This design comes from an exercise in tuning for small area and a short achievable clock period on the open sky130 flow, not from production work. RTL that was checked went through simulation tests only; none was proved equivalent to the original. No functional check of the RTL was part of run 1.

==> design.v <==
module counter (
    input clk,
    input rst,
    input clk_enable,
    output phase,
    output reg [5:0] age,
    output reg [6:0] since,
    output reg [5:0] filled
);
  reg [5:0] tap_count;
  reg tap_zero;
  assign phase = clk_enable && tap_zero;
  always @(posedge clk, posedge rst) begin
    if (rst) begin
      tap_count <= 6'd0;
      tap_zero  <= 1'b1;
      since     <= 7'd127;
      filled    <= 6'd0;
    end else begin
      if (clk_enable) begin
        tap_count <= tap_count + 6'd1;
        tap_zero  <= (tap_count == 6'd63);
      end
      if (phase) since <= 7'd1;
      else if (since != 7'd127) since <= since + 7'd1;
      if (phase && filled != 6'd63) filled <= filled + 6'd1;
    end
  end
  wire [5:0] age_flip;
  assign age_flip[0] = 1'b1;
  genvar i;
  generate
    for (i = 1; i < 6; i = i + 1) begin : g_age
      assign age_flip[i] = age_flip[i-1] & ~age[i-1];
    end
  endgenerate
  always @(posedge clk) begin
    age <= age ^ (age_flip & {6{~phase}});
  end
endmodule
module coeff_rom (
    input  [2:0] filter_sel,
    input  [4:0] tap,
    output reg sign,
    output reg [12:0] magnitude
);
  always @(*) begin
    case ({filter_sel, tap})
      8'd0: {sign, magnitude} = {1'b1, 13'd10};
      8'd1: {sign, magnitude} = {1'b1, 13'd31};
      8'd2: {sign, magnitude} = {1'b1, 13'd53};
      8'd3: {sign, magnitude} = {1'b1, 13'd72};
      8'd4: {sign, magnitude} = {1'b1, 13'd87};
      8'd5: {sign, magnitude} = {1'b1, 13'd89};
      8'd6: {sign, magnitude} = {1'b1, 13'd73};
      8'd7: {sign, magnitude} = {1'b1, 13'd31};
      8'd8: {sign, magnitude} = {1'b0, 13'd38};
      8'd9: {sign, magnitude} = {1'b0, 13'd131};
      8'd10: {sign, magnitude} = {1'b0, 13'd235};
      8'd11: {sign, magnitude} = {1'b0, 13'd330};
      8'd12: {sign, magnitude} = {1'b0, 13'd391};
      8'd13: {sign, magnitude} = {1'b0, 13'd391};
      8'd14: {sign, magnitude} = {1'b0, 13'd306};
      8'd15: {sign, magnitude} = {1'b0, 13'd125};
      8'd16: {sign, magnitude} = {1'b1, 13'd145};
      8'd17: {sign, magnitude} = {1'b1, 13'd479};
      8'd18: {sign, magnitude} = {1'b1, 13'd827};
      8'd19: {sign, magnitude} = {1'b1, 13'd1127};
      8'd20: {sign, magnitude} = {1'b1, 13'd1301};
      8'd21: {sign, magnitude} = {1'b1, 13'd1275};
      8'd22: {sign, magnitude} = {1'b1, 13'd989};
      8'd23: {sign, magnitude} = {1'b1, 13'd405};
      8'd24: {sign, magnitude} = {1'b0, 13'd477};
      8'd25: {sign, magnitude} = {1'b0, 13'd1621};
      8'd26: {sign, magnitude} = {1'b0, 13'd2949};
      8'd27: {sign, magnitude} = {1'b0, 13'd4351};
      8'd28: {sign, magnitude} = {1'b0, 13'd5698};
      8'd29: {sign, magnitude} = {1'b0, 13'd6857};
      8'd30: {sign, magnitude} = {1'b0, 13'd7707};
      8'd31: {sign, magnitude} = {1'b0, 13'd8156};
      8'd32: {sign, magnitude} = {1'b1, 13'd10};
      8'd33: {sign, magnitude} = {1'b1, 13'd21};
      8'd34: {sign, magnitude} = {1'b1, 13'd6};
      8'd35: {sign, magnitude} = {1'b0, 13'd44};
      8'd36: {sign, magnitude} = {1'b0, 13'd120};
      8'd37: {sign, magnitude} = {1'b0, 13'd188};
      8'd38: {sign, magnitude} = {1'b0, 13'd194};
      8'd39: {sign, magnitude} = {1'b0, 13'd92};
      8'd40: {sign, magnitude} = {1'b1, 13'd112};
      8'd41: {sign, magnitude} = {1'b1, 13'd347};
      8'd42: {sign, magnitude} = {1'b1, 13'd495};
      8'd43: {sign, magnitude} = {1'b1, 13'd458};
      8'd44: {sign, magnitude} = {1'b1, 13'd238};
      8'd45: {sign, magnitude} = {1'b0, 13'd43};
      8'd46: {sign, magnitude} = {1'b0, 13'd202};
      8'd47: {sign, magnitude} = {1'b0, 13'd120};
      8'd48: {sign, magnitude} = {1'b1, 13'd139};
      8'd49: {sign, magnitude} = {1'b1, 13'd316};
      8'd50: {sign, magnitude} = {1'b1, 13'd92};
      8'd51: {sign, magnitude} = {1'b0, 13'd685};
      8'd52: {sign, magnitude} = {1'b0, 13'd1804};
      8'd53: {sign, magnitude} = {1'b0, 13'd2685};
      8'd54: {sign, magnitude} = {1'b0, 13'd2627};
      8'd55: {sign, magnitude} = {1'b0, 13'd1197};
      8'd56: {sign, magnitude} = {1'b1, 13'd1410};
      8'd57: {sign, magnitude} = {1'b1, 13'd4305};
      8'd58: {sign, magnitude} = {1'b1, 13'd6208};
      8'd59: {sign, magnitude} = {1'b1, 13'd6033};
      8'd60: {sign, magnitude} = {1'b1, 13'd3466};
      8'd61: {sign, magnitude} = {1'b0, 13'd760};
      8'd62: {sign, magnitude} = {1'b0, 13'd5096};
      8'd63: {sign, magnitude} = {1'b0, 13'd7822};
      8'd64: {sign, magnitude} = {1'b1, 13'd9};
      8'd65: {sign, magnitude} = {1'b1, 13'd3};
      8'd66: {sign, magnitude} = {1'b0, 13'd46};
      8'd67: {sign, magnitude} = {1'b0, 13'd89};
      8'd68: {sign, magnitude} = {1'b0, 13'd40};
      8'd69: {sign, magnitude} = {1'b1, 13'd120};
      8'd70: {sign, magnitude} = {1'b1, 13'd249};
      8'd71: {sign, magnitude} = {1'b1, 13'd150};
      8'd72: {sign, magnitude} = {1'b0, 13'd182};
      8'd73: {sign, magnitude} = {1'b0, 13'd447};
      8'd74: {sign, magnitude} = {1'b0, 13'd315};
      8'd75: {sign, magnitude} = {1'b1, 13'd151};
      8'd76: {sign, magnitude} = {1'b1, 13'd483};
      8'd77: {sign, magnitude} = {1'b1, 13'd341};
      8'd78: {sign, magnitude} = {1'b0, 13'd31};
      8'd79: {sign, magnitude} = {1'b0, 13'd111};
      8'd80: {sign, magnitude} = {1'b1, 13'd128};
      8'd81: {sign, magnitude} = {1'b1, 13'd49};
      8'd82: {sign, magnitude} = {1'b0, 13'd723};
      8'd83: {sign, magnitude} = {1'b0, 13'd1391};
      8'd84: {sign, magnitude} = {1'b0, 13'd594};
      8'd85: {sign, magnitude} = {1'b1, 13'd1712};
      8'd86: {sign, magnitude} = {1'b1, 13'd3382};
      8'd87: {sign, magnitude} = {1'b1, 13'd1944};
      8'd88: {sign, magnitude} = {1'b0, 13'd2289};
      8'd89: {sign, magnitude} = {1'b0, 13'd5542};
      8'd90: {sign, magnitude} = {1'b0, 13'd3958};
      8'd91: {sign, magnitude} = {1'b1, 13'd1986};
      8'd92: {sign, magnitude} = {1'b1, 13'd7036};
      8'd93: {sign, magnitude} = {1'b1, 13'd5995};
      8'd94: {sign, magnitude} = {1'b0, 13'd787};
      8'd95: {sign, magnitude} = {1'b0, 13'd7209};
      8'd96: {sign, magnitude} = {1'b1, 13'd8};
      8'd97: {sign, magnitude} = {1'b0, 13'd15};
      8'd98: {sign, magnitude} = {1'b0, 13'd57};
      8'd99: {sign, magnitude} = {1'b1, 13'd9};
      8'd100: {sign, magnitude} = {1'b1, 13'd136};
      8'd101: {sign, magnitude} = {1'b1, 13'd55};
      8'd102: {sign, magnitude} = {1'b0, 13'd221};
      8'd103: {sign, magnitude} = {1'b0, 13'd202};
      8'd104: {sign, magnitude} = {1'b1, 13'd245};
      8'd105: {sign, magnitude} = {1'b1, 13'd396};
      8'd106: {sign, magnitude} = {1'b0, 13'd144};
      8'd107: {sign, magnitude} = {1'b0, 13'd517};
      8'd108: {sign, magnitude} = {1'b0, 13'd49};
      8'd109: {sign, magnitude} = {1'b1, 13'd423};
      8'd110: {sign, magnitude} = {1'b1, 13'd150};
      8'd111: {sign, magnitude} = {1'b0, 13'd97};
      8'd112: {sign, magnitude} = {1'b1, 13'd112};
      8'd113: {sign, magnitude} = {1'b0, 13'd235};
      8'd114: {sign, magnitude} = {1'b0, 13'd896};
      8'd115: {sign, magnitude} = {1'b1, 13'd142};
      8'd116: {sign, magnitude} = {1'b1, 13'd2035};
      8'd117: {sign, magnitude} = {1'b1, 13'd783};
      8'd118: {sign, magnitude} = {1'b0, 13'd2997};
      8'd119: {sign, magnitude} = {1'b0, 13'd2617};
      8'd120: {sign, magnitude} = {1'b1, 13'd3081};
      8'd121: {sign, magnitude} = {1'b1, 13'd4912};
      8'd122: {sign, magnitude} = {1'b0, 13'd1811};
      8'd123: {sign, magnitude} = {1'b0, 13'd6808};
      8'd124: {sign, magnitude} = {1'b0, 13'd721};
      8'd125: {sign, magnitude} = {1'b1, 13'd7421};
      8'd126: {sign, magnitude} = {1'b1, 13'd3787};
      8'd127: {sign, magnitude} = {1'b0, 13'd6319};
      8'd128: {sign, magnitude} = {1'b1, 13'd7};
      8'd129: {sign, magnitude} = {1'b0, 13'd29};
      8'd130: {sign, magnitude} = {1'b0, 13'd17};
      8'd131: {sign, magnitude} = {1'b1, 13'd93};
      8'd132: {sign, magnitude} = {1'b0, 13'd13};
      8'd133: {sign, magnitude} = {1'b0, 13'd181};
      8'd134: {sign, magnitude} = {1'b1, 13'd118};
      8'd135: {sign, magnitude} = {1'b1, 13'd246};
      8'd136: {sign, magnitude} = {1'b0, 13'd299};
      8'd137: {sign, magnitude} = {1'b0, 13'd212};
      8'd138: {sign, magnitude} = {1'b1, 13'd476};
      8'd139: {sign, magnitude} = {1'b1, 13'd51};
      8'd140: {sign, magnitude} = {1'b0, 13'd502};
      8'd141: {sign, magnitude} = {1'b1, 13'd128};
      8'd142: {sign, magnitude} = {1'b1, 13'd281};
      8'd143: {sign, magnitude} = {1'b0, 13'd79};
      8'd144: {sign, magnitude} = {1'b1, 13'd92};
      8'd145: {sign, magnitude} = {1'b0, 13'd440};
      8'd146: {sign, magnitude} = {1'b0, 13'd272};
      8'd147: {sign, magnitude} = {1'b1, 13'd1447};
      8'd148: {sign, magnitude} = {1'b0, 13'd200};
      8'd149: {sign, magnitude} = {1'b0, 13'd2582};
      8'd150: {sign, magnitude} = {1'b1, 13'd1602};
      8'd151: {sign, magnitude} = {1'b1, 13'd3188};
      8'd152: {sign, magnitude} = {1'b0, 13'd3754};
      8'd153: {sign, magnitude} = {1'b0, 13'd2625};
      8'd154: {sign, magnitude} = {1'b1, 13'd5970};
      8'd155: {sign, magnitude} = {1'b1, 13'd670};
      8'd156: {sign, magnitude} = {1'b0, 13'd7317};
      8'd157: {sign, magnitude} = {1'b1, 13'd2251};
      8'd158: {sign, magnitude} = {1'b1, 13'd7084};
      8'd159: {sign, magnitude} = {1'b0, 13'd5186};
      8'd160: {sign, magnitude} = {1'b1, 13'd5};
      8'd161: {sign, magnitude} = {1'b0, 13'd33};
      8'd162: {sign, magnitude} = {1'b1, 13'd38};
      8'd163: {sign, magnitude} = {1'b1, 13'd27};
      8'd164: {sign, magnitude} = {1'b0, 13'd130};
      8'd165: {sign, magnitude} = {1'b1, 13'd146};
      8'd166: {sign, magnitude} = {1'b1, 13'd25};
      8'd167: {sign, magnitude} = {1'b0, 13'd280};
      8'd168: {sign, magnitude} = {1'b1, 13'd341};
      8'd169: {sign, magnitude} = {1'b0, 13'd44};
      8'd170: {sign, magnitude} = {1'b0, 13'd384};
      8'd171: {sign, magnitude} = {1'b1, 13'd497};
      8'd172: {sign, magnitude} = {1'b0, 13'd147};
      8'd173: {sign, magnitude} = {1'b0, 13'd280};
      8'd174: {sign, magnitude} = {1'b1, 13'd317};
      8'd175: {sign, magnitude} = {1'b0, 13'd59};
      8'd176: {sign, magnitude} = {1'b1, 13'd69};
      8'd177: {sign, magnitude} = {1'b0, 13'd496};
      8'd178: {sign, magnitude} = {1'b1, 13'd594};
      8'd179: {sign, magnitude} = {1'b1, 13'd422};
      8'd180: {sign, magnitude} = {1'b0, 13'd1957};
      8'd181: {sign, magnitude} = {1'b1, 13'd2086};
      8'd182: {sign, magnitude} = {1'b1, 13'd333};
      8'd183: {sign, magnitude} = {1'b0, 13'd3638};
      8'd184: {sign, magnitude} = {1'b1, 13'd4283};
      8'd185: {sign, magnitude} = {1'b0, 13'd546};
      8'd186: {sign, magnitude} = {1'b0, 13'd4822};
      8'd187: {sign, magnitude} = {1'b1, 13'd6546};
      8'd188: {sign, magnitude} = {1'b0, 13'd2134};
      8'd189: {sign, magnitude} = {1'b0, 13'd4920};
      8'd190: {sign, magnitude} = {1'b1, 13'd7994};
      8'd191: {sign, magnitude} = {1'b0, 13'd3853};
      8'd192: {sign, magnitude} = {1'b1, 13'd3};
      8'd193: {sign, magnitude} = {1'b0, 13'd25};
      8'd194: {sign, magnitude} = {1'b1, 13'd59};
      8'd195: {sign, magnitude} = {1'b0, 13'd82};
      8'd196: {sign, magnitude} = {1'b1, 13'd64};
      8'd197: {sign, magnitude} = {1'b1, 13'd19};
      8'd198: {sign, magnitude} = {1'b0, 13'd159};
      8'd199: {sign, magnitude} = {1'b1, 13'd304};
      8'd200: {sign, magnitude} = {1'b0, 13'd370};
      8'd201: {sign, magnitude} = {1'b1, 13'd285};
      8'd202: {sign, magnitude} = {1'b0, 13'd49};
      8'd203: {sign, magnitude} = {1'b0, 13'd245};
      8'd204: {sign, magnitude} = {1'b1, 13'd445};
      8'd205: {sign, magnitude} = {1'b0, 13'd440};
      8'd206: {sign, magnitude} = {1'b1, 13'd246};
      8'd207: {sign, magnitude} = {1'b0, 13'd36};
      8'd208: {sign, magnitude} = {1'b1, 13'd42};
      8'd209: {sign, magnitude} = {1'b0, 13'd386};
      8'd210: {sign, magnitude} = {1'b1, 13'd931};
      8'd211: {sign, magnitude} = {1'b0, 13'd1282};
      8'd212: {sign, magnitude} = {1'b1, 13'd964};
      8'd213: {sign, magnitude} = {1'b1, 13'd264};
      8'd214: {sign, magnitude} = {1'b0, 13'd2156};
      8'd215: {sign, magnitude} = {1'b1, 13'd3947};
      8'd216: {sign, magnitude} = {1'b0, 13'd4647};
      8'd217: {sign, magnitude} = {1'b1, 13'd3533};
      8'd218: {sign, magnitude} = {1'b0, 13'd611};
      8'd219: {sign, magnitude} = {1'b0, 13'd3225};
      8'd220: {sign, magnitude} = {1'b1, 13'd6484};
      8'd221: {sign, magnitude} = {1'b0, 13'd7718};
      8'd222: {sign, magnitude} = {1'b1, 13'd6209};
      8'd223: {sign, magnitude} = {1'b0, 13'd2373};
      8'd224: {sign, magnitude} = {1'b0, 13'd10};
      8'd225: {sign, magnitude} = {1'b1, 13'd31};
      8'd226: {sign, magnitude} = {1'b0, 13'd52};
      8'd227: {sign, magnitude} = {1'b1, 13'd72};
      8'd228: {sign, magnitude} = {1'b0, 13'd86};
      8'd229: {sign, magnitude} = {1'b1, 13'd89};
      8'd230: {sign, magnitude} = {1'b0, 13'd73};
      8'd231: {sign, magnitude} = {1'b1, 13'd31};
      8'd232: {sign, magnitude} = {1'b1, 13'd38};
      8'd233: {sign, magnitude} = {1'b0, 13'd130};
      8'd234: {sign, magnitude} = {1'b1, 13'd234};
      8'd235: {sign, magnitude} = {1'b0, 13'd329};
      8'd236: {sign, magnitude} = {1'b1, 13'd390};
      8'd237: {sign, magnitude} = {1'b0, 13'd389};
      8'd238: {sign, magnitude} = {1'b1, 13'd305};
      8'd239: {sign, magnitude} = {1'b0, 13'd125};
      8'd240: {sign, magnitude} = {1'b0, 13'd145};
      8'd241: {sign, magnitude} = {1'b1, 13'd477};
      8'd242: {sign, magnitude} = {1'b0, 13'd825};
      8'd243: {sign, magnitude} = {1'b1, 13'd1124};
      8'd244: {sign, magnitude} = {1'b0, 13'd1297};
      8'd245: {sign, magnitude} = {1'b1, 13'd1272};
      8'd246: {sign, magnitude} = {1'b0, 13'd986};
      8'd247: {sign, magnitude} = {1'b1, 13'd404};
      8'd248: {sign, magnitude} = {1'b1, 13'd476};
      8'd249: {sign, magnitude} = {1'b0, 13'd1617};
      8'd250: {sign, magnitude} = {1'b1, 13'd2941};
      8'd251: {sign, magnitude} = {1'b0, 13'd4340};
      8'd252: {sign, magnitude} = {1'b1, 13'd5684};
      8'd253: {sign, magnitude} = {1'b0, 13'd6839};
      8'd254: {sign, magnitude} = {1'b1, 13'd7687};
      8'd255: {sign, magnitude} = {1'b0, 13'd8135};
      default: {sign, magnitude} = 14'd0;
    endcase
  end
endmodule
module coeffs (
    input clk,
    input [2:0] filter_sel,
    input [5:0] age,
    input [6:0] since,
    input [5:0] filled,
    output reg [6:0] neg_q,
    output reg [6:0] one_q,
    output reg [6:0] two_q,
    output reg win_q,
    output reg [2:0] sel_q
);
  wire rom_sign;
  wire [12:0] rom_magnitude;
  coeff_rom u_coeff_rom (
      .filter_sel(sel_q),
      .tap(age[5] ? ~age[4:0] : age[4:0]),
      .sign(rom_sign),
      .magnitude(rom_magnitude)
  );
  wire win = (since <= 7'd64);
  wire use_slot = (age <= filled) && (filled != 6'd0) && win;
  wire negative = rom_sign ^ ((sel_q == 3'd7) && age[5]);
  wire [14:0] mx = {1'b0, use_slot ? rom_magnitude : 13'd0, 1'b0};
  integer j;
  always @(posedge clk) begin
    sel_q <= filter_sel;
    win_q <= win;
    for (j = 0; j < 7; j = j + 1) begin
      neg_q[j] <= (mx[2*j+2] ^ negative) & win;
      one_q[j] <= mx[2*j+1] ^ mx[2*j];
      two_q[j] <= (mx[2*j+2] & ~mx[2*j+1] & ~mx[2*j]) | (~mx[2*j+2] & mx[2*j+1] & mx[2*j]);
    end
  end
endmodule
module delay_pipeline (
    input clk,
    input phase,
    input [5:0] age,
    input signed [15:0] filter_in,
    output signed [15:0] sample_q
);
  reg signed [15:0] newest;
  reg signed [15:0] ring[0:63];
  integer i;
  wire signed [15:0] sample = (age[5:1] == 5'd0) ? newest : ring[0];
  assign sample_q = ring[63];
  always @(posedge clk) begin
    if (phase) newest <= filter_in;
    for (i = 0; i < 63; i = i + 1) ring[i] <= ring[i+1];
    ring[63] <= sample;
  end
endmodule
module compute (
    input clk,
    input rst,
    input phase,
    input [6:0] since,
    input [5:0] filled,
    input [2:0] sel_q,
    input signed [15:0] sample_q,
    input [6:0] neg_q,
    input [6:0] one_q,
    input [6:0] two_q,
    input win_q,
    output reg signed [15:0] filter_out
);
  wire [15:0] x = sample_q;
  wire [17:0] pp0;
  wire [17:0] pp1;
  wire [17:0] pp2;
  wire [17:0] pp3;
  wire [17:0] pp4;
  wire [17:0] pp5;
  wire [17:0] pp6;
  genvar g;
  generate
    for (g = 0; g < 7; g = g + 1) begin : g_pp
      wire [16:0] y = ({17{one_q[g]}} & {x[15], x}) | ({17{two_q[g]}} & {x, 1'b0});
      wire [17:0] r = {~(y[16] ^ neg_q[g]) & win_q, y ^ {17{neg_q[g]}}};
    end
  endgenerate
  assign pp0 = g_pp[0].r;
  assign pp1 = g_pp[1].r;
  assign pp2 = g_pp[2].r;
  assign pp3 = g_pp[3].r;
  assign pp4 = g_pp[4].r;
  assign pp5 = g_pp[5].r;
  assign pp6 = g_pp[6].r;
  reg [33:0] acc_s, acc_c;
  reg first;   
  reg signed [15:0] result;
  reg [33:0] init;
  always @(*) begin
    case (sel_q)
      3'd0: init = 34'd5729550336;
      3'd1: init = 34'd5729550336;
      3'd2: init = 34'd5729550336;
      3'd3: init = 34'd5729550336;
      3'd4: init = 34'd5729550336;
      3'd5: init = 34'd5729550336;
      3'd6: init = 34'd5729550336;
      3'd7: init = 34'd5729550336;
      default: init = 34'd0;
    endcase
  end
  wire [33:0] s_in = first ? init : acc_s;
  wire [33:0] c_in = first ? 34'd0 : acc_c;
  wire [307:0] t;
  csa_ha u0 (neg_q[3], c_in[6], t[0], t[1]);
  csa_ha u1 (c_in[7], s_in[7], t[2], t[3]);
  csa_fa u2 (neg_q[4], c_in[8], s_in[8], t[4], t[5]);
  csa_ha u3 (pp0[8], pp1[6], t[6], t[7]);
  csa_fa u4 (c_in[9], s_in[9], pp0[9], t[8], t[9]);
  csa_ha u5 (pp1[7], pp2[5], t[10], t[11]);
  csa_fa u6 (neg_q[5], c_in[10], s_in[10], t[12], t[13]);
  csa_fa u7 (pp0[10], pp1[8], pp2[6], t[14], t[15]);
  csa_ha u8 (pp3[4], pp4[2], t[16], t[17]);
  csa_fa u9 (c_in[11], s_in[11], pp0[11], t[18], t[19]);
  csa_fa u10 (pp1[9], pp2[7], pp3[5], t[20], t[21]);
  csa_ha u11 (pp4[3], pp5[1], t[22], t[23]);
  csa_fa u12 (c_in[12], s_in[12], pp0[12], t[24], t[25]);
  csa_fa u13 (pp1[10], pp2[8], pp3[6], t[26], t[27]);
  csa_fa u14 (pp4[4], pp5[2], pp6[0], t[28], t[29]);
  csa_fa u15 (c_in[13], s_in[13], pp0[13], t[30], t[31]);
  csa_fa u16 (pp1[11], pp2[9], pp3[7], t[32], t[33]);
  csa_fa u17 (pp4[5], pp5[3], pp6[1], t[34], t[35]);
  csa_fa u18 (c_in[14], s_in[14], pp0[14], t[36], t[37]);
  csa_fa u19 (pp1[12], pp2[10], pp3[8], t[38], t[39]);
  csa_fa u20 (pp4[6], pp5[4], pp6[2], t[40], t[41]);
  csa_fa u21 (c_in[15], s_in[15], pp0[15], t[42], t[43]);
  csa_fa u22 (pp1[13], pp2[11], pp3[9], t[44], t[45]);
  csa_fa u23 (pp4[7], pp5[5], pp6[3], t[46], t[47]);
  csa_fa u24 (c_in[16], s_in[16], pp0[16], t[48], t[49]);
  csa_fa u25 (pp1[14], pp2[12], pp3[10], t[50], t[51]);
  csa_fa u26 (pp4[8], pp5[6], pp6[4], t[52], t[53]);
  csa_fa u27 (c_in[17], s_in[17], pp0[17], t[54], t[55]);
  csa_fa u28 (pp1[15], pp2[13], pp3[11], t[56], t[57]);
  csa_fa u29 (pp4[9], pp5[7], pp6[5], t[58], t[59]);
  csa_fa u30 (c_in[18], s_in[18], pp1[16], t[60], t[61]);
  csa_fa u31 (pp2[14], pp3[12], pp4[10], t[62], t[63]);
  csa_ha u32 (pp5[8], pp6[6], t[64], t[65]);
  csa_fa u33 (c_in[19], s_in[19], pp1[17], t[66], t[67]);
  csa_fa u34 (pp2[15], pp3[13], pp4[11], t[68], t[69]);
  csa_ha u35 (pp5[9], pp6[7], t[70], t[71]);
  csa_fa u36 (c_in[20], s_in[20], pp2[16], t[72], t[73]);
  csa_fa u37 (pp3[14], pp4[12], pp5[10], t[74], t[75]);
  csa_fa u38 (c_in[21], s_in[21], pp2[17], t[76], t[77]);
  csa_ha u39 (pp3[15], pp4[13], t[78], t[79]);
  csa_fa u40 (c_in[22], s_in[22], pp3[16], t[80], t[81]);
  csa_ha u41 (c_in[23], s_in[23], t[82], t[83]);
  csa_ha u42 (neg_q[1], c_in[2], t[84], t[85]);
  csa_ha u43 (c_in[3], s_in[3], t[86], t[87]);
  csa_fa u44 (neg_q[2], c_in[4], s_in[4], t[88], t[89]);
  csa_ha u45 (pp0[4], pp1[2], t[90], t[91]);
  csa_fa u46 (c_in[5], s_in[5], pp0[5], t[92], t[93]);
  csa_ha u47 (pp1[3], pp2[1], t[94], t[95]);
  csa_fa u48 (s_in[6], t[0], pp0[6], t[96], t[97]);
  csa_fa u49 (pp1[4], pp2[2], pp3[0], t[98], t[99]);
  csa_fa u50 (t[1], t[2], pp0[7], t[100], t[101]);
  csa_fa u51 (pp1[5], pp2[3], pp3[1], t[102], t[103]);
  csa_fa u52 (t[3], pp2[4], pp3[2], t[104], t[105]);
  csa_fa u53 (pp4[0], t[4], t[6], t[106], t[107]);
  csa_fa u54 (pp3[3], pp4[1], t[5], t[108], t[109]);
  csa_fa u55 (t[10], t[7], t[8], t[110], t[111]);
  csa_fa u56 (pp5[0], t[12], t[11], t[112], t[113]);
  csa_fa u57 (t[16], t[14], t[9], t[114], t[115]);
  csa_fa u58 (t[13], t[17], t[22], t[116], t[117]);
  csa_fa u59 (t[15], t[18], t[20], t[118], t[119]);
  csa_fa u60 (t[23], t[19], t[21], t[120], t[121]);
  csa_fa u61 (t[24], t[26], t[28], t[122], t[123]);
  csa_fa u62 (t[25], t[27], t[29], t[124], t[125]);
  csa_fa u63 (t[30], t[32], t[34], t[126], t[127]);
  csa_fa u64 (t[31], t[33], t[35], t[128], t[129]);
  csa_fa u65 (t[36], t[38], t[40], t[130], t[131]);
  csa_fa u66 (t[37], t[39], t[41], t[132], t[133]);
  csa_fa u67 (t[42], t[44], t[46], t[134], t[135]);
  csa_fa u68 (t[43], t[45], t[47], t[136], t[137]);
  csa_fa u69 (t[48], t[50], t[52], t[138], t[139]);
  csa_fa u70 (t[49], t[51], t[53], t[140], t[141]);
  csa_fa u71 (t[54], t[56], t[58], t[142], t[143]);
  csa_fa u72 (t[64], t[55], t[57], t[144], t[145]);
  csa_fa u73 (t[59], t[60], t[62], t[146], t[147]);
  csa_fa u74 (t[65], t[70], t[61], t[148], t[149]);
  csa_fa u75 (t[63], t[66], t[68], t[150], t[151]);
  csa_fa u76 (pp6[8], t[71], t[67], t[152], t[153]);
  csa_fa u77 (t[69], t[72], t[74], t[154], t[155]);
  csa_fa u78 (pp5[11], pp6[9], t[78], t[156], t[157]);
  csa_fa u79 (t[73], t[75], t[76], t[158], t[159]);
  csa_fa u80 (pp4[14], pp5[12], pp6[10], t[160], t[161]);
  csa_fa u81 (t[79], t[77], t[80], t[162], t[163]);
  csa_fa u82 (t[82], pp3[17], pp4[15], t[164], t[165]);
  csa_fa u83 (pp5[13], pp6[11], t[81], t[166], t[167]);
  csa_fa u84 (c_in[24], s_in[24], t[83], t[168], t[169]);
  csa_fa u85 (pp4[16], pp5[14], pp6[12], t[170], t[171]);
  csa_fa u86 (c_in[25], s_in[25], pp4[17], t[172], t[173]);
  csa_ha u87 (pp5[15], pp6[13], t[174], t[175]);
  csa_fa u88 (c_in[26], s_in[26], pp5[16], t[176], t[177]);
  csa_ha u89 (c_in[27], s_in[27], t[178], t[179]);
  csa_ha u90 (neg_q[0], c_in[0], t[180], t[181]);
  csa_ha u91 (c_in[1], s_in[1], t[182], t[183]);
  csa_fa u92 (s_in[2], t[84], pp0[2], t[184], t[185]);
  csa_fa u93 (t[85], t[86], pp0[3], t[186], t[187]);
  csa_fa u94 (t[87], pp2[0], t[88], t[188], t[189]);
  csa_fa u95 (t[89], t[91], t[94], t[190], t[191]);
  csa_fa u96 (t[95], t[93], t[96], t[192], t[193]);
  csa_fa u97 (t[100], t[102], t[97], t[194], t[195]);
  csa_fa u98 (t[101], t[103], t[104], t[196], t[197]);
  csa_fa u99 (t[105], t[108], t[107], t[198], t[199]);
  csa_fa u100 (t[109], t[112], t[111], t[200], t[201]);
  csa_fa u101 (t[113], t[116], t[115], t[202], t[203]);
  csa_fa u102 (t[117], t[119], t[120], t[204], t[205]);
  csa_fa u103 (t[121], t[123], t[124], t[206], t[207]);
  csa_fa u104 (t[125], t[127], t[128], t[208], t[209]);
  csa_fa u105 (t[129], t[131], t[132], t[210], t[211]);
  csa_fa u106 (t[133], t[135], t[136], t[212], t[213]);
  csa_fa u107 (t[137], t[139], t[140], t[214], t[215]);
  csa_fa u108 (t[141], t[143], t[144], t[216], t[217]);
  csa_fa u109 (t[145], t[147], t[148], t[218], t[219]);
  csa_fa u110 (t[149], t[151], t[152], t[220], t[221]);
  csa_fa u111 (t[156], t[153], t[155], t[222], t[223]);
  csa_fa u112 (t[160], t[157], t[159], t[224], t[225]);
  csa_fa u113 (t[161], t[164], t[163], t[226], t[227]);
  csa_fa u114 (t[168], t[165], t[170], t[228], t[229]);
  csa_fa u115 (t[169], t[174], t[171], t[230], t[231]);
  csa_fa u116 (pp6[14], t[175], t[173], t[232], t[233]);
  csa_fa u117 (t[178], pp5[17], pp6[15], t[234], t[235]);
  csa_fa u118 (c_in[28], s_in[28], t[179], t[236], t[237]);
  csa_ha u119 (c_in[29], s_in[29], t[238], t[239]);
  csa_ha u120 (s_in[0], t[180], t[240], t[241]);
  csa_fa u121 (t[181], t[182], pp0[1], t[242], t[243]);
  csa_fa u122 (t[183], pp1[0], t[184], t[244], t[245]);
  csa_fa u123 (pp1[1], t[185], t[186], t[246], t[247]);
  csa_fa u124 (t[90], t[187], t[188], t[248], t[249]);
  csa_fa u125 (t[189], t[92], t[190], t[250], t[251]);
  csa_fa u126 (t[98], t[191], t[192], t[252], t[253]);
  csa_fa u127 (t[99], t[193], t[194], t[254], t[255]);
  csa_fa u128 (t[106], t[195], t[196], t[256], t[257]);
  csa_fa u129 (t[110], t[197], t[198], t[258], t[259]);
  csa_fa u130 (t[114], t[199], t[200], t[260], t[261]);
  csa_fa u131 (t[118], t[201], t[202], t[262], t[263]);
  csa_fa u132 (t[122], t[203], t[204], t[264], t[265]);
  csa_fa u133 (t[126], t[205], t[206], t[266], t[267]);
  csa_fa u134 (t[130], t[207], t[208], t[268], t[269]);
  csa_fa u135 (t[134], t[209], t[210], t[270], t[271]);
  csa_fa u136 (t[138], t[211], t[212], t[272], t[273]);
  csa_fa u137 (t[142], t[213], t[214], t[274], t[275]);
  csa_fa u138 (t[146], t[215], t[216], t[276], t[277]);
  csa_fa u139 (t[150], t[217], t[218], t[278], t[279]);
  csa_fa u140 (t[154], t[219], t[220], t[280], t[281]);
  csa_fa u141 (t[158], t[221], t[222], t[282], t[283]);
  csa_fa u142 (t[162], t[223], t[224], t[284], t[285]);
  csa_fa u143 (t[166], t[225], t[226], t[286], t[287]);
  csa_fa u144 (t[167], t[228], t[227], t[288], t[289]);
  csa_fa u145 (t[172], t[229], t[230], t[290], t[291]);
  csa_fa u146 (t[176], t[231], t[232], t[292], t[293]);
  csa_fa u147 (t[177], t[234], t[233], t[294], t[295]);
  csa_fa u148 (pp6[16], t[236], t[235], t[296], t[297]);
  csa_fa u149 (t[238], pp6[17], t[237], t[298], t[299]);
  csa_fa u150 (c_in[30], s_in[30], t[239], t[300], t[301]);
  csa_ha u151 (c_in[31], s_in[31], t[302], t[303]);
  csa_ha u152 (c_in[32], s_in[32], t[304], t[305]);
  csa_ha u153 (c_in[33], s_in[33], t[306], t[307]);
  wire [33:0] s_next = {t[306], t[304], t[302], t[300], t[298], t[296], t[294], t[292], t[290], t[288], t[286], t[284], t[282], t[280], t[278], t[276], t[274], t[272], t[270], t[268], t[266], t[264], t[262], t[260], t[258], t[256], t[254], t[252], t[250], t[248], t[246], t[244], t[242], t[240]};
  wire [33:0] c_next = {t[305], t[303], t[301], t[299], t[297], t[295], t[293], t[291], t[289], t[287], t[285], t[283], t[281], t[279], t[277], t[275], t[273], t[271], t[269], t[267], t[265], t[263], t[261], t[259], t[257], t[255], t[253], t[251], t[249], t[247], t[245], t[243], t[241], pp0[0]};
  wire [33:0] acc = acc_s + acc_c;
  wire [17:0] acc_hi = acc[33:16];
  wire sat_pos = ~acc_hi[17] & acc_hi[16];
  wire sat_neg = acc_hi[17] & ~acc_hi[16];
  wire [15:0] acc_sat = sat_pos ? 16'h7fff : sat_neg ? 16'h8000 : acc_hi[15:0];
  always @(posedge clk) begin
    acc_s <= s_next;
    acc_c <= c_next;
    first <= (since == 7'd1);
  end
  always @(posedge clk, posedge rst) begin
    if (rst) begin
      result <= 16'sd0;
      filter_out <= 16'sd0;
    end else begin
      if (first) result <= (filled[5:1] != 5'd0) ? acc_sat : 16'd0;
      if (phase) filter_out <= result;
    end
  end
endmodule
module csa_fa (
    input a,
    input b,
    input c,
    output s,
    output co
);
  assign {co, s} = {1'b0, a} + {1'b0, b} + {1'b0, c};
endmodule
module csa_ha (
    input a,
    input b,
    output s,
    output co
);
  assign {co, s} = {1'b0, a} + {1'b0, b};
endmodule
module fir_filter (
    input clk,
    input rst,
    input clk_enable,
    input [2:0] filter_sel,
    input  signed [15:0] filter_in,
    output signed [15:0] filter_out
);
  wire phase;
  wire [5:0] age;
  wire [6:0] since;
  wire [5:0] filled;
  wire signed [15:0] sample_q;
  wire [6:0] neg_q, one_q, two_q;
  wire win_q;
  wire [2:0] sel_q;
  counter u_counter (
      .clk(clk),
      .rst(rst),
      .clk_enable(clk_enable),
      .phase(phase),
      .age(age),
      .since(since),
      .filled(filled)
  );
  delay_pipeline u_delay_pipeline (
      .clk(clk),
      .phase(phase),
      .age(age),
      .filter_in(filter_in),
      .sample_q(sample_q)
  );
  coeffs u_coeffs (
      .clk(clk),
      .filter_sel(filter_sel),
      .age(age),
      .since(since),
      .filled(filled),
      .neg_q(neg_q),
      .one_q(one_q),
      .two_q(two_q),
      .win_q(win_q),
      .sel_q(sel_q)
  );
  compute u_compute (
      .clk(clk),
      .rst(rst),
      .phase(phase),
      .since(since),
      .filled(filled),
      .sel_q(sel_q),
      .sample_q(sample_q),
      .neg_q(neg_q),
      .one_q(one_q),
      .two_q(two_q),
      .win_q(win_q),
      .filter_out(filter_out)
  );
endmodule
==> flow/run.sh <==
#!/bin/bash
# Own layout flow: the standard layout (standard.sh: ORFS synthesis and
# place-and-route with the standard flow's config and constraints), with these changes:
#  - synthesis: synth_recipe.tcl with Yosys's quick ABC pass inside 'synth'
#    skipped (-noabc), so the adders reach extract_fa as written; registers and
#    their names are the same as the standard synthesis's,
#  - ABC maps the logic with flow/abc.script in place of ORFS's script,
#  - the port buffers that ORFS inserts are sky130_fd_sc_hd__buf_4,
#  - clock tree synthesis: clusters of up to 26 sinks within 70 um, clkbuf_16
#    buffers, no dummy loads.
# ORFS's scripts are copied into this folder and only the ABC scripts replaced.
# Every tool's output is in orfs/logs/ (one log per step) and flow_make.log.
set -euo pipefail
W="$(pwd)"
rm -rf "$W/scripts_own"
cp -r "$FLOW_HOME/scripts" "$W/scripts_own"
cp "$W/flow/abc.script" "$W/scripts_own/abc_area.script"
cp "$W/flow/abc.script" "$W/scripts_own/abc_speed.script"
sed 's/yosys synth -nofsm -noshare {\*}\$args/yosys synth -nofsm -noshare -noabc {*}$args/' \
  "$W/synth_recipe.tcl" > "$W/own_synth.tcl"
grep -q -- '-noabc' "$W/own_synth.tcl"
sed "s#synth_recipe\.tcl#own_synth.tcl#g" "$W/standard.sh" > "$W/own_standard.sh"
grep -q own_synth.tcl "$W/own_standard.sh"
export SCRIPTS_DIR="$W/scripts_own"
export BUFFER_PORTS_ARGS="-buffer_cell sky130_fd_sc_hd__buf_4"
export CTS_ARGS="-sink_clustering_enable -repair_clock_nets -dont_use_dummy_load -sink_clustering_size 26 -sink_clustering_max_diameter 70 -buf_list sky130_fd_sc_hd__clkbuf_16"
bash "$W/own_standard.sh" > "$W/flow_make.log" 2>&1
==> flow/abc.script <==
strash
dc2
dch -f
map
topo
stime -c
buffer -c
upsize -c
dnsize -c
==> standard.sh <==
#!/bin/bash
# synth_recipe.tcl (not shown) runs the flow's synth.tcl, then flattens the netlist and writes it again
# the make line also repeats each setting of config.mk as NAME=value (left out here)
make -C /OpenROAD-flow-scripts/flow DESIGN_CONFIG=/design/flow/config.mk WORK_HOME=/design/flow/orfs CLKGATE_MAP_FILE= SYNTH_SCRIPT=/design/flow/synth_recipe.tcl "${@:-finish}"
==> config.mk <==
export PLATFORM = sky130hd
export DESIGN_NAME = fir_filter
export DESIGN_NICKNAME = fir_filter
export VERILOG_FILES = /design/flow/design.v
export SDC_FILE = /design/flow/constraint.sdc
export NUM_CORES = 4
export LEC_CHECK = 0
export ABC_AREA = 1
export CAP_MARGIN = 20
export CORE_MARGIN = 2
export CORE_UTILIZATION = 60
export SETUP_SLACK_MARGIN = 0.2
export SLEW_MARGIN = 20
export SYNTH_MEMORY_MAX_BITS = 65536
==> constraint.sdc <==
create_clock -name core_clock -period 13.5 [get_ports {clk}]
set_input_delay 2.7000 -clock core_clock [delete_from_list [all_inputs] [get_ports {clk}]]
set_output_delay 2.7000 -clock core_clock [all_outputs]
set_load 0.01 [all_outputs]
==> impl_metrics.yaml, run 1 <==
global_routing:
  grt_max_degree: 85
  grt_pass1_wl_um: 123000
  grt_pass1_vias: 20700
  track_usage: 0.267
  antenna_found_initial: 1
  overflow: 0
routing:
  drcViolationCount: 0
  drtIter0Drc: 1506
  wire_per_inst_um: 22.0
  avgViaCountPerCell: 5.42
  dr.pass1.iters: 7
  num_vias: 19700
  wl_um: 80200
  ant_nets: 0
synth:
  ys_types: 60
  yosys.area.top_type: "dfxtp_1"
  synth_nets: 3057
  synth_area_mm2: 0.0355
  yosys-top-cells-count: "1124 x dfxtp_1, 270 x nor2_1, 243 x inv_1"
  yosys_register_bits: 1192
  yosysSeqAreaShare: 0.684
  synth_warnings: 6
  synth_ff_type: "dfxtp_1"
  synth_edf_count: 16
  synth_top_cell_area_share: 0.633
  yosysMostFrequentCell: "dfxtp_1"
  synth-async-reset-ratio: 0.0436
  syn_avg_cell_area_um2: 12.5
  synthTopCellsByArea: "dfxtp_1 63%, fa_1 7.4%, xor2_1 3.1%"
  syn-instance-count: 2833
cts:
  cts_made_buffers: 58
  cts.sinks: 1192
  cts_hold_buf: 0
  cts.htree.levels: 2
  cts-resized-gates: 0
  clock_latency_ns: 0.65
  clk_path_buf_depth: 3
  cts_post_setup_buffers_inserted: 0
  cts_tree: "built"
  cts_root_buffer: "clkbuf_16"
  clkTransAtPathRegs_ns: 0.09
sta:
  fin_skew_ns: 0.125
  drv_slew: 0
  min_period_ns: 4.35
  worst_pin_slew_ns: 1.14
  setup-tns-final_ns: 0
  max_freq_mhz: 230
  slew_headroom: 0.238
  rsz0062_at_grt: "no"
  layout_worst_path_cycle_share: 0.322
  layout_setup_ws_ns: 9.15
  hold_viol: 0
  finalSetupViolCount: 0
run_status:
  outcome: "no timing/DRC/antenna violations"
critical_path:
  r2r_start: "u_counter.age[5]"
  rr_worst_depth: 15
  worstSetupStartpointType: "register"
  r2r-end: "u_coeffs.neg_q[1]"
  crit_required_ns: 13.96
  worstSetupEndpoint: "u_coeffs.neg_q[1]"
  reg2reg_slack_ns: 9.15
  critPathMaxFanout: 47
  cp-startpoint: "u_counter.age[5]"
  worstPathArrival_ns: 4.81
  critPathKind: "register to register"
  endpoint_kind: "register"
floorplan:
  rows: 89
  initial_utilization: 0.604
  die_width_um: 247
  io_pins: 38
  core_mm2: 0.0588
  dieArea_mm2: 0.0612
  chipHeight_um: 247
placement:
  post-place-ws_ns: 8.70
  dp.final_hpwl_um: 53700
  place.port_buffers: 37
  gp_congestion: 0.956
worst_hold_path:
  holdCritPathClass: "register to register"
  holdPathStages: 0
layout:
  fillers: 4179
  layout-drive-gt1-share: 0.0663
  nets: 3091
  syn2layout_area_growth_pct: 7.34
job:
  maxCapViolations: 0
cells in the final DEF, fill, tap and decap left out, types with 12 or more instances in the layout:
master and n:
a211oi_1 12, fa_1 131, edfxtp_1 16, dfrtp_1 44, nand3_1 44, nand2_1 111
o221ai_1 18, nor2_1 266, o211ai_1 12, dfxtp_1 1123, clkbuf_16 58, mux2_2 16
a21oi_1 96, a31oi_1 25, xnor2_1 26, nor3_1 25, o22ai_1 115, inv_1 242
xor2_1 127, o21ai_0 88, buf_4 66, ha_1 71
flip-flops by register name (all words and copies together) (netlist names):
name	count
u_delay_pipeline.ring	1024
u_counter.tap_count	6
u_coeffs.sel_q	3
u_coeffs.two_q	7
u_coeffs.neg_q	7
u_coeffs.win_q	1
u_coeffs.one_q	7
u_compute.first	1
u_compute.acc_s	34
u_counter.filled	6
u_counter.tap_zero	1
u_compute.filter_out	16
u_delay_pipeline.newest	16
u_compute.acc_c	34
u_counter.age	6
u_compute.result	16
u_counter.since	7
metrics by stage:
step | std cells | hold WS (ns) | utilization | area [um^2]
after floorplan | 2833 | 0.310 | - | 35500
after global placement | 3580 | 0.310 | 0.624 | 36700
after detailed placement | 3580 | 0.312 | 0.624 | 36700
after CTS | 3638 | 0.187 | 0.648 | 38100
after global routing | 3638 | 0.190 | 0.648 | 38100
final | 3640 | 0.192 | 0.648 | 38100
worst min-delay path by stage:
| stage | from | end | slack (ns) |
|---|---|---|---|
| 6_report | u_delay_pipeline.ring[61][1] | u_delay_pipeline.ring[60][1] | 0.19 |
| 5_1_grt | u_delay_pipeline.ring[61][1] | u_delay_pipeline.ring[60][1] | 0.19 |
| 4_1_cts | u_delay_pipeline.ring[61][1] | u_delay_pipeline.ring[60][1] | 0.19 |
| 3_5_place_dp | u_delay_pipeline.ring[13][13] | u_delay_pipeline.ring[12][13] | 0.31 |
| 3_3_place_gp | u_delay_pipeline.ring[22][15] | u_delay_pipeline.ring[21][15] | 0.31 |
| 2_1_floorplan | u_delay_pipeline.ring[1][0] | u_delay_pipeline.ring[0][0] | 0.31 |
layer usage:
layer,track usage,share of wire,vias up
met3,0.0460,0.059,193
met5,0,0,-
li1,-,-,9221
met1,0.348,0.43,9607
met2,0.445,0.48,696
met4,0.103,0.040,0
worst max-delay path: stages, from the launching register on:
cell	delay, ns
dfxtp_1	0.55
nor2_1	0.11
nor2_2	0.12
buf_4	0.54
clkinv_1	0.15
buf_4	0.32
nor2_1	0.42
inv_1	0.25
nor2_1	0.24
inv_1	0.09
a31oi_1	0.24
nand4_1	0.19
o21ai_0	0.59
nor2_1	0.16
nor2_1	0.15
a21oi_1	0.07
cells by family (layout without fill, tap and decap cells):
kind of cell	after synthesis	in the layout	synth area share
other	0	2	0
DFF	1192	1192	0.684
xor gates and xnor gates	154	154	0.0380
AOI/OAI and AO/OA	435	435	0.0800
buffers and inverters	345	377	0.0365
adders and majority gates	202	202	0.0988
and+or+nand+nor	489	489	0.0577
muxes	16	16	0.00507
cell type report:
class	instances	area, um^2	area share
repair buffers	66	495	0.0130
clock buffers	58	1450	0.0381
inverters	253	950	0.0249
multi-input cells	1296	9960	0.261
flip-flops and latches	1192	24300	0.637
well taps	773	967	0.0254
diodes	2	5.00	0.000131
==> run 2: changes to the inputs <==
--- a/design.v
+++ b/design.v
@@ -28,12 +28,4 @@
   end
-  wire [5:0] age_flip;
-  assign age_flip[0] = 1'b1;
-  genvar i;
-  generate
-    for (i = 1; i < 6; i = i + 1) begin : g_age
-      assign age_flip[i] = age_flip[i-1] & ~age[i-1];
-    end
-  endgenerate
   always @(posedge clk) begin
-    age <= age ^ (age_flip & {6{~phase}});
+    age <= age + {6{~phase}};
   end
@@ -328,12 +320,17 @@
   );
-  wire win = (since <= 7'd64);
-  wire use_slot = (age <= filled) && (filled != 6'd0) && win;
-  wire negative = rom_sign ^ ((sel_q == 3'd7) && age[5]);
-  wire [14:0] mx = {1'b0, use_slot ? rom_magnitude : 13'd0, 1'b0};
-  integer j;
+  reg [12:0] magnitude_q;
+  reg negative_q, use_q, win1;
   always @(posedge clk) begin
     sel_q <= filter_sel;
-    win_q <= win;
+    magnitude_q <= rom_magnitude;
+    negative_q <= rom_sign ^ ((sel_q == 3'd7) && age[5]);
+    use_q <= (age <= filled) && (filled != 6'd0) && (since <= 7'd64);
+    win1 <= (since <= 7'd64);
+  end
+  wire [14:0] mx = {1'b0, use_q ? magnitude_q : 13'd0, 1'b0};
+  integer j;
+  always @(posedge clk) begin
+    win_q <= win1;
     for (j = 0; j < 7; j = j + 1) begin
-      neg_q[j] <= (mx[2*j+2] ^ negative) & win;
+      neg_q[j] <= (mx[2*j+2] ^ negative_q) & win1;
       one_q[j] <= mx[2*j+1] ^ mx[2*j];
@@ -354,3 +351,3 @@
   wire signed [15:0] sample = (age[5:1] == 5'd0) ? newest : ring[0];
-  assign sample_q = ring[63];
+  assign sample_q = ring[62];
   always @(posedge clk) begin
@@ -574,6 +571,5 @@
   wire [33:0] acc = acc_s + acc_c;
-  wire [17:0] acc_hi = acc[33:16];
-  wire sat_pos = ~acc_hi[17] & acc_hi[16];
-  wire sat_neg = acc_hi[17] & ~acc_hi[16];
-  wire [15:0] acc_sat = sat_pos ? 16'h7fff : sat_neg ? 16'h8000 : acc_hi[15:0];
+  wire sat_pos = ~acc[33] & acc[32];
+  wire sat_neg = acc[33] & ~acc[32];
+  wire [15:0] acc_sat = sat_pos ? 16'h7fff : sat_neg ? 16'h8000 : acc[31:16];
   always @(posedge clk) begin
@@ -581,3 +577,3 @@
     acc_c <= c_next;
-    first <= (since == 7'd1);
+    first <= (since == 7'd2);
   end
==> run.sh (new file) <==
#!/bin/bash
# synth_recipe.tcl (not shown) runs the flow's synth.tcl, then flattens the netlist and writes it again
# the make line also repeats each setting of config.mk as NAME=value (left out here)
make -C /OpenROAD-flow-scripts/flow DESIGN_CONFIG=/design/flow/config.mk WORK_HOME=/design/flow/orfs CLKGATE_MAP_FILE= SYNTH_SCRIPT=/design/flow/synth_recipe.tcl finish
--- a/config.mk
+++ b/config.mk
@@ -11,2 +11,5 @@
 export CORE_UTILIZATION = 60
+export CTS_BUF_LIST = sky130_fd_sc_hd__clkbuf_16
+export CTS_CLUSTER_DIAMETER = 70
+export CTS_CLUSTER_SIZE = 26
 export SETUP_SLACK_MARGIN = 0.2
removed: flow/run.sh
removed: flow/abc.script
removed: standard.sh
==> run 2 against run 1 <==
  * Still clean on timing, DRC and antenna
  * Critical path depth down 4
  * Cell count up 17%
  * Register-to-register slack better by 0.06 ns
  * Non-clock buffer count down 8
  * First-iteration DRC count up 51%
  * Sequential share of layout area down 3.5 points
  * Critical path type is now input port to register
  * Highest routed layer unchanged
==> impl_metrics.yaml, run 2 <==
synth:
  syn-instance-count: 3393
  synthTopCellsByArea: "dfxtp_1 60%, fa_1 7.0%, nand2_1 4.9%"
  syn_avg_cell_area_um2: 11.2
  synth_top_cell_area_share: 0.601
  yosysSeqAreaShare: 0.648
  yosys_register_bits: 1208
  synth_ff_type: "dfxtp_1"
  synth_edf_count: 16
  yosys-top-cells-count: "1140 x dfxtp_1, 499 x nand2_1, 359 x inv_1"
  synth_warnings: 6
  synth_nets: 3640
  synth_area_mm2: 0.0380
  synth-async-reset-ratio: 0.0430
  ys_types: 55
  yosys.area.top_type: "dfxtp_1"
  yosysMostFrequentCell: "dfxtp_1"
sta:
  slew_headroom: 0.326
  worst_pin_slew_ns: 1.01
  drv_slew: 0
  min_period_ns: 4.31
  max_freq_mhz: 232
  fin_skew_ns: 0.0712
  setup-tns-final_ns: 0
  rsz0062_at_grt: "no"
  hold_viol: 0
  hold_slack_ns: 0.285
  finalSetupViolCount: 0
  layout_worst_path_cycle_share: 0.319
floorplan:
  rows: 92
  chipHeight_um: 256
  io_pins: 38
  core_mm2: 0.0629
  die_width_um: 256
  initial_utilization: 0.604
  dieArea_mm2: 0.0653
cts:
  clk_path_buf_depth: 3
  cts_tree: "built"
  cts.sinks: 1208
  clock_latency_ns: 0.68
  cts_made_buffers: 58
  cts_post_setup_buffers_inserted: 0
  cts_root_buffer: "clkbuf_16"
  cts.htree.levels: 2
  cts_hold_buf: 0
  cts-resized-gates: 0
  clkTransAtPathRegs_ns: 0.10
routing:
  wire_per_inst_um: 21.2
  dr.pass1.iters: 6
  drtIter0Drc: 2271
  wl_um: 90600
  ant_nets: 0
  num_vias: 23300
  drcViolationCount: 0
  avgViaCountPerCell: 5.45
critical_path:
  worstPathArrival_ns: 4.84
  r2r_start: "u_compute.first"
  critPathMaxFanout: 30
  reg2reg_slack_ns: 9.21
  endpoint_kind: "register"
  cp-startpoint: "clk_enable"
  crit_required_ns: 14.03
  worstSetupStartpointType: "input port"
  critPathKind: "input port to register"
layout:
  top_register: "u_delay_pipeline.ring"
  layout-drive-gt1-share: 0.0438
  antenna_cells: 0
  final_cells: 4274
  regArea_mm2: 0.0246
  top_regs: "u_delay_pipeline.ring: 1024 flops, u_compute.acc_c: 34 flops, u_compute.acc_s: 34 flops"
  mostFrequentLayoutCells: "1140 x dfxtp_1, 499 x nand2_1, 368 x inv_1"
  syn2layout_area_growth_pct: 7.65
  final_common_cell: "dfxtp_1"
  multi_input_area_mm2: 0.0115
  fin_util: 0.650
  fillers: 4641
  nets: 3651
  largest_reg_flops: 1024
placement:
  gp_congestion: 0.998
  place_inst: 4190
  dp.final_hpwl_um: 59500
  place.port_buffers: 37
global_routing:
  grt_max_degree: 67
  overflow: 0
  antenna_found_initial: 0
  grt_pass1_wl_um: 141000
  grt_pass1_vias: 24000
  track_usage: 0.279
worst_hold_path:
  holdCritPathClass: "register to register"
  hp-start: "u_delay_pipeline.ring[40][11]"
job:
  maxCapViolations: 0
run_status:
  outcome: "no timing/DRC/antenna violations"
run 2: changes by cell type in the layout (fill, tap and decap cells not counted), sizes merged, moves of 42 or more:
cell	change
nor2	-76
buf	-45
nand3	+75
nand2	+394
inv	+138
o21ai	+42
run 2: final cells by class:
cell class,instances,share of cell area
sequential,1208,0.602
clock buffer,58,0.0355
multi-input combinational,1706,0.281
inverter,372,0.0343
timing repair buffer,58,0.0129
clock inverter,26,0.00821
tap,846,0.0259
run 2: metal layers:
layer | track usage | vias up | share of wire
met5 | 0 | - | 0
met4 | 0.126 | 0 | 0.048
met3 | 0.0390 | 276 | 0.068
met2 | 0.442 | 1037 | 0.45
met1 | 0.385 | 11200 | 0.43
li1 | - | 10800 | -
run 2: worst max-delay path: stages:
cell and delay, ns:
clkdlybuf4s50_1 0.58, nand2_1 0.07, buf_4 0.24, ha_1 0.39
a21oi_1 0.17, inv_1 0.06, a31oi_1 0.21, nor2_1 0.06
o21ai_0 0.14, nand2_1 0.08, xnor2_1 0.12
run 2: logic make-up (layout without fill, tap and decap cells):
group / after synthesis / after routing / share of synthesized area
flops: 1208 / 1208 / 0.648
simple gates: 879 / 879 / 0.0949
buf+inv: 479 / 514 / 0.0497
compound gates: 445 / 445 / 0.0692
fa+ha+maj: 225 / 225 / 0.100
xor+xnor: 141 / 141 / 0.0329
mux: 16 / 16 / 0.00475
run 2: per-stage QoR:
stage | setup WS [ns] | area [um^2]
after floorplan | 8.86 | 38000
after global placement | 8.49 | 39100
after detailed placement | 8.52 | 39100
after CTS | 9.19 | 40900
after global routing | 8.95 | 40900
final | 9.19 | 40900
run 2: path summary, 6_finish.rpt:
kind                                                      end  cells past startpoint
min in group asynchronous                 u_counter.filled[2]                      2
worst min-delay path            u_delay_pipeline.ring[39][11]                      0
worst min register to register  u_delay_pipeline.ring[39][11]                      0
worst max-delay path                         u_counter.age[5]                     11
max in group asynchronous                 u_compute.result[4]                      2
worst max register to register            u_compute.acc_s[23]                      8

==> separate check: timing with driven ports <==
The results above use ideal ports. As a check the final layouts listed here were re-extracted and re-timed, cells and wires unchanged.
Step 1 sets driving cells, clkbuf_16 on the clock port and buf_2 on the other inputs (assumed; they add their load-dependent delay and slew).
Step 2, shift: input delay + t, output delay - t, t = (earliest + latest rising clock arrival at the registers) / 2. This alone moves slack from input paths to output paths.
Slacks: ideal / step 1 / step 2; pairs: ideal / step 1.
run | t, ns | setup slack, ns | hold WS [ns] | clock arrival spread, ns
run 1 | 0.657 | 9.150 / 9.150 / 8.712 | 0.192 / 0.192 / 0.192 | 0.135 / 0.135
run 2 | 0.708 | 9.190 / 9.153 / 8.524 | 0.285 / 0.285 / 0.285 | 0.075 / 0.075
After both steps setup and hold are still met in every run listed. For run 2, which loses most, drivers alone change the setup slack by -0.037 ns; drivers and shift together by -0.666 ns.
